This is an optimization exercise on Yosys and OpenROAD, whose aim is small area, a short achievable clock period and few clock cycles per item, not a production implementation. The RTL was checked by simulation tests, not by an equivalence proof against the original design.

Design PointMultiplier, start of the top module:
module PointMultiplier(point, scalar, clk, start, result, done);
Size in the first run: roughly 700 cells after synthesis, roughly 46 flip-flops, ~0.0051 mm2 of cells after synthesis.
==> flow/config.mk <==
export PLATFORM = sky130hd
export DESIGN_NAME = PointMultiplier
export DESIGN_NICKNAME = PointMultiplier
export VERILOG_FILES = /design/flow/design.v
export SDC_FILE = /design/flow/constraint.sdc
export NUM_CORES = 4
export LEC_CHECK = 0
export CAP_MARGIN = 20
export CORE_MARGIN = 2
export CORE_UTILIZATION = 50
export SETUP_SLACK_MARGIN = 3
export SLEW_MARGIN = 20
==> flow/constraint.sdc <==
create_clock -name core_clock -period 8.0 [get_ports {clk}]
set_input_delay 1.6000 -clock core_clock [delete_from_list [all_inputs] [get_ports {clk}]]
set_output_delay 1.6000 -clock core_clock [all_outputs]
set_load 0.01 [all_outputs]
standard.sh (not shown) runs the stock make flow with config.mk's settings and CLKGATE_MAP_FILE= SYNTH_SCRIPT=/design/flow/synth_recipe.tcl, a recipe that flattens the netlist after the stock synthesis.
==> flow/flow/run.sh <==
#!/bin/bash
# Layout flow: the standard flow, except that the synthesis's final
# technology mapping (ABC) runs flow/abc.script (Yosys's default ABC script
# for a liberty library, with a relaxed delay target for area recovery)
# instead of ORFS's abc_speed/abc_area script, and the half/full-adder
# extraction is off (this design is XOR logic, not arithmetic).
# Everything before ABC (and so every register, its name and cell) is
# the standard synthesis (synth_recipe.tcl); everything after synthesis
# is standard.sh, with the port buffers that global placement inserts made
# of buf_1 cells (ORFS's BUFFER_PORTS_ARGS) instead of the resizer's pick,
# clkdlybuf4s50_1; repair_design and repair_timing still resize them.
# Logs: synth.log, layout.log.
set -euo pipefail
W=$(pwd)
export MY_ABC_D=$(cat "$W/flow/abc_d.txt" 2>/dev/null || echo 4000)
export MY_ABC_SCRIPT="$W/flow/abc.script"
make -C "$FLOW_HOME" DESIGN_CONFIG="$W/config.mk" WORK_HOME="$W/orfs" CLKGATE_MAP_FILE= \
  SYNTH_SCRIPT="$W/flow/my_synth.tcl" ADDER_MAP_FILE= synth > "$W/synth.log" 2>&1
export BUFFER_PORTS_ARGS="-buffer_cell sky130_fd_sc_hd__buf_1"
bash "$W/standard.sh" > "$W/layout.log" 2>&1
==> flow/flow/abc.script <==
strash; &get -n; &fraig -x; &put; dc2; strash; &get -n; &dch -f; &nf -R 20 {D}; &put
==> flow/flow/abc_d.txt <==
4000
==> flow/flow/my_synth.tcl <==
proc synth {args} { yosys synth -nofsm -noshare {*}$args }
# Same synthesis as synth_recipe.tcl, but the final technology mapping uses
# Yosys's default ABC script with the delay target from MY_ABC_D (ps).
proc abc {args} {
  set keep {}
  set i 0
  while {$i < [llength $args]} {
    set a [lindex $args $i]
    if {$a eq "-script" || $a eq "-D"} {
      incr i 2
      continue
    }
    lappend keep $a
    incr i
  }
  if {[info exists ::env(MY_ABC_SCRIPT)] && $::env(MY_ABC_SCRIPT) ne ""} {
    lappend keep -script $::env(MY_ABC_SCRIPT)
  }
  yosys abc {*}$keep -D [expr {[info exists ::env(MY_ABC_D)] ? $::env(MY_ABC_D) : 4000}]
}
source $::env(SCRIPTS_DIR)/synth.tcl
# left out here: clear keep_hierarchy, flatten, clean up, hide names made inside functions, write 1_2_yosys.v
The starting point finished with timing, DRC and antenna clean.
Testbench counts at the start, summed over its fixed seeds: cycles 3,221, items 384.
Edit:
Settings changed: CORE_UTILIZATION 50 to 55.
Register-to-register slack loses 40 ps.
Final cell count went down by about 2.7%.
Non-clock buffer count went down by 2.
Maximum frequency went down by 0.79%.
Core utilization went up by 4.0 points.

========
run 1:
Another version of the RTL of PointMultiplier (not shown whole).
For scale: ~710 cells after synthesis, roughly 47 flip-flops, roughly 38 I/O pins, roughly 5200 um2 of cells after synthesis.
Settings: LEC_CHECK=0, CAP_MARGIN=20, CORE_MARGIN=2, CORE_UTILIZATION=55, SETUP_SLACK_MARGIN=2.75, SLEW_MARGIN=20; clock period 8.0 ns.
Scripts as last shown in full above: flow/flow/run.sh, flow/flow/abc.script, flow/flow/abc_d.txt, flow/flow/my_synth.tcl
Testbench counts of run 1, summed over its fixed seeds: cycles 3,246, items 384.
For run 2, these inputs were changed with respect to run 1:
Settings: CORE_UTILIZATION changed from 55 to 60; SETUP_SLACK_MARGIN changed from 2.75 to 3.
## What came out
Diff run 1 -> run 2: maximum fanout along the worst path -14, critical path depth saw a decrease.
Diff run 2 and run 1: final worst setup slack higher in run 2
Setup changes, run 2 to run 3
Settings: CORE_UTILIZATION: 60 -> 55.
==> flow/flow/abc.script <==
strash; &get -n; &fraig -x; &put; dc2; strash; &get -n; &dch -f; &nf -R 20 {D}; &put; &get -n; &dch -f; &nf -R 20 {D}; &put
==> run notes <==
For run 3, the critical path endpoint was invd[0], unlike run 2, where it was acc[8].
In run 3, the area share of xor/xnor cells in the synthesized design came out 0.39 points below the value in run 2.
From run 2 to run 3 the numbers moved as follows: routed wire length went up; number of remaining DRC errors did not really move.
Input-level comparison between run 4 and run 3:
Settings: an added PLACE_DENSITY of 0.8; a change of SETUP_SLACK_MARGIN from 3 to 3.25.
==> flow/flow/abc.script <==
strash; &get -n; &fraig -x; &put; dc2; strash; &get -n; &dch -f; &nf -R 20 {D}; &put
==> run notes <==
[compare] base=run 3 new=run 4: number of non-clock buffers in the layout higher, routing usage on met1 higher. The source-to-sink clock delay at the later pin of the worst-skew pair on run 3 is in line with that on run 4. Area after synthesis essentially unchanged between run 3 and run 4. Basic-gate share of the synthesized area counting and, or, nand and nor cells (higher): run 4.

afterwards: timing with drivers on the ports:
The flow's constraints put no driver on any port. The routed layouts listed below were extracted and timed again, unchanged, in two steps. Step 1, drivers: a clkbuf_16 drives clk and a buf_2 each remaining input, both assumed. Step 2 adds t to the input delays and takes it off the output delays; t is the mean of the earliest and latest rising clock arrival at the registers after step 1. Input paths then give back, and output paths get back, about the clock's delay inside the block. Three values: no drivers, after step 1, after step 2; two values: the first two.
run	t (ns)	setup slack, ns	worst register clock-pin slew, ns	pins driven straight from the clock port
the first run of note 1	0.335	3.201 / 3.201 / 3.201	0.11 / 0.11	1
the second run of note 1	0.337	3.163 / 3.163 / 3.163	0.10 / 0.10	1
run 1	0.353	3.097 / 3.097 / 3.097	0.12 / 0.12	1
run 2	0.353	3.172 / 3.172 / 3.172	0.11 / 0.11	1
run 3	0.338	3.230 / 3.230 / 3.230	0.11 / 0.11	1
run 4	0.350	3.368 / 3.368 / 3.368	0.11 / 0.11	1
After both steps every run listed still meets setup and hold.
